From an optimization exercise on the open Yosys and OpenROAD flow, aimed at small area; shortcuts taken in it are not production practice. In this exercise RTL edits were held to simulation tests only and were not proved equivalent to the original. Power and IR drop assume default switching activity.

## run a
// b58_cliky
module b58_cliky
	(
		CLOCK_50,
		KEY,
		SW,
		HEX0, HEX1, HEX2, HEX3, HEX4, HEX5, HEX6, HEX7,
		PLOT_X,
		PLOT_Y,
		PLOT_COLOUR,
		PLOT_EN
	);
For scale: roughly 770 cells after synthesis, about 120 flip-flops, about 91 I/O pins.
==> flow/config.mk <==
export PLATFORM = sky130hd
export DESIGN_NAME = b58_cliky
export DESIGN_NICKNAME = b58_cliky
export VERILOG_FILES = /design/flow/design.v
export SDC_FILE = /design/flow/constraint.sdc
export NUM_CORES = 4
export LEC_CHECK = 0
export CAP_MARGIN = 20
export CORE_MARGIN = 2
export CORE_UTILIZATION = 40
export PLACE_DENSITY = 0.6
export SLEW_MARGIN = 20
==> flow/constraint.sdc <==
create_clock -name core_clock -period 16.0 [get_ports {CLOCK_50}]
set_input_delay 3.2000 -clock core_clock [delete_from_list [all_inputs] [get_ports {CLOCK_50}]]
set_output_delay 3.2000 -clock core_clock [all_outputs]
set_load 0.01 [all_outputs]
standard.sh (not shown) runs the stock make flow with config.mk's settings and CLKGATE_MAP_FILE= SYNTH_SCRIPT=/design/flow/synth_recipe.tcl, a recipe that flattens the netlist after the stock synthesis.
==> flow/flow/run.sh <==
#!/bin/bash
# Own layout flow: the standard ORFS flow (standard.sh) with
#  - synthesis through flow/my_synth.tcl: the standard synthesis script with
#    an area-oriented ABC mapping (flow/abc_small.script) and no full/half
#    adder extraction; registers are inferred and mapped as in the standard
#    synthesis;
#  - port buffers of the smallest buffer cell (buf_1) instead of the default;
#  - clock tree of clkbuf_4 cells, without dummy loads.
# Each tool's output goes to the ORFS logs under orfs/logs; make's own output
# goes to flow_make.log in this folder.
set -euo pipefail
W=$PWD
bash standard.sh \
  SYNTH_SCRIPT=$W/flow/my_synth.tcl \
  "BUFFER_PORTS_ARGS=-buffer_cell sky130_fd_sc_hd__buf_1" \
  "CTS_ARGS=-sink_clustering_enable -repair_clock_nets -buf_list sky130_fd_sc_hd__clkbuf_4 -dont_use_dummy_load" \
  SKIP_REPAIR_TIE_FANOUT=1 \
  finish > flow_make.log 2>&1
==> flow/flow/abc_small.script <==
strash
&get -n
&deepsyn -T 120
&put
dch -f
amap
topo
==> flow/flow/my_synth.tcl <==
# The standard synthesis (synth_recipe.tcl) with two changes to the
# combinational mapping only: no full/half-adder extraction, and an
# area-oriented ABC script. Registers are inferred and mapped exactly as in
# the standard synthesis.
proc synth {args} { yosys synth -nofsm -noshare {*}$args }
proc extract_fa {args} { }
set ::my_abc_script [file join [file dirname [file normalize [info script]]] abc_small.script]
proc abc {args} {
  set out {}
  set skip 0
  foreach a $args {
    if {$skip} { lappend out $::my_abc_script; set skip 0; continue }
    if {$a eq "-script"} { set skip 1 }
    lappend out $a
  }
  yosys abc {*}$out
}
source $::env(SCRIPTS_DIR)/synth.tcl
# left out here: clear keep_hierarchy, flatten, clean up, hide names made inside functions, write 1_2_yosys.v
Input-level comparison between run b and run a:
-- flow/design.v --
<<< run a, line 28
	reg [2:0] id;
	reg [8:0]  q;           
	reg        pv;          
	reg [2:0]  c5;          
	reg [6:0]  ncol;        
>>> run b, line 28
	reg [2:0] id;
	reg [8:0]  q;           
	reg [2:0]  c5;          
	reg [6:0]  ncol;        
<<< run a, line 105
	wire ld_next    = (ph == PH_LOAD) & (id == 3'd4);
	wire is_bar  = id[2] & (id[1] | id[0]);
	wire draw_done = q[7] & q[6] & (&q[4:0]) & (is_bar ? q[8] : q[5]);
	wire anykey = key1 | key2 | key3 | key4;
	wire [1:0] kprio = key1 ? 2'd0 : key2 ? 2'd1 : key3 ? 2'd2 : 2'd3;
>>> run b, line 104
	wire ld_next    = (ph == PH_LOAD) & (id == 3'd4);
	wire is_bar  = id[2] & (id[1] | id[0]);
	wire draw_done = q[7] & q[6] & (&q[4:0]) & (is_bar ? (q[8] & ~q[5]) : (q[5] & ~q[8]));
	wire pv = ~&q;         
	wire anykey = key1 | key2 | key3 | key4;
	wire [1:0] kprio = key1 ? 2'd0 : key2 ? 2'd1 : key3 ? 2'd2 : 2'd3;
<<< run a, line 249
				mode <= mode + 2'd1;
		end
		pv <= plot & resetn;
		q  <= pv ? q_inc[8:0] : 9'd0;
	end
	wire [1:0] pos = id[2] ? (p0 ? 2'd3 : sqi) : id[1:0];
>>> run b, line 249
				mode <= mode + 2'd1;
		end
		q  <= (plot & resetn) ? q_inc[8:0] : 9'h1FF;
	end
	wire [1:0] pos = id[2] ? (p0 ? 2'd3 : sqi) : id[1:0];
## What came out
- Higher post-synthesis instance area goes to run b over run a.
- [compare] base=run a new=run b: all-layer global routing usage lost 0.52 points; width of the die level.
- Comparing run b and run a, the lower via count is on run b.
- Synthesized instance count (lower): run a
- Ff count | run b vs run a | run b lower
- Per the final summary, run a finished and its layout is clean on timing, DRC and antenna.
- Run b finished every stage and its layout cleared the timing, design-rule and antenna checks.
- Run b — fmax about 6% lower, run a as reference
- Post-detailed-placement half-perimeter wirelength went down by a few percent going from run a to run b.
- For via count of the first global-routing pass, dividing the value from run b by the value from run a gives 0.939.
- On worst reg2reg path depth: run b sits below run a.
- Of run b and run a, run a shows the higher total power, with run b below it.
- Fraction of synthesized cell area in xor and xnor cells: lower on run b
- Relative to run a, critical path depth increased by 4 in run b.
- Against run a, run b comes in 0.87% lower on synthesized flop and latch total.

==> what the ideal ports hide <==
In the flow no input, the clock included, has a driving cell. The finished layouts below were timed again as built, in two steps. Step 1 assumes that a clkbuf_16 drives the clock port and a buf_2 every other input. Step 2, shift: input delay + t, output delay - t, t = (earliest + latest rising clock arrival at the registers) / 2. This alone moves slack from input paths to output paths. Slacks: ideal / step 1 / step 2; pairs: ideal / step 1.
| run | shift t [ns] | setup slack, ns | worst setup path after step 2 | slew at the worst register clock pin (ns) |
|---|---|---|---|---|
| run a | 0.523 | 9.910 / 9.879 / 10.388 | input to register | 0.11 / 0.11 |
| run b | 0.540 | 9.512 / 9.479 / 9.462 | input to register | 0.10 / 0.10 |
After both steps every run listed still meets setup and hold. The setup slack of run b, which loses most, moves by -0.033 ns with the drivers and by -0.050 ns with both steps.
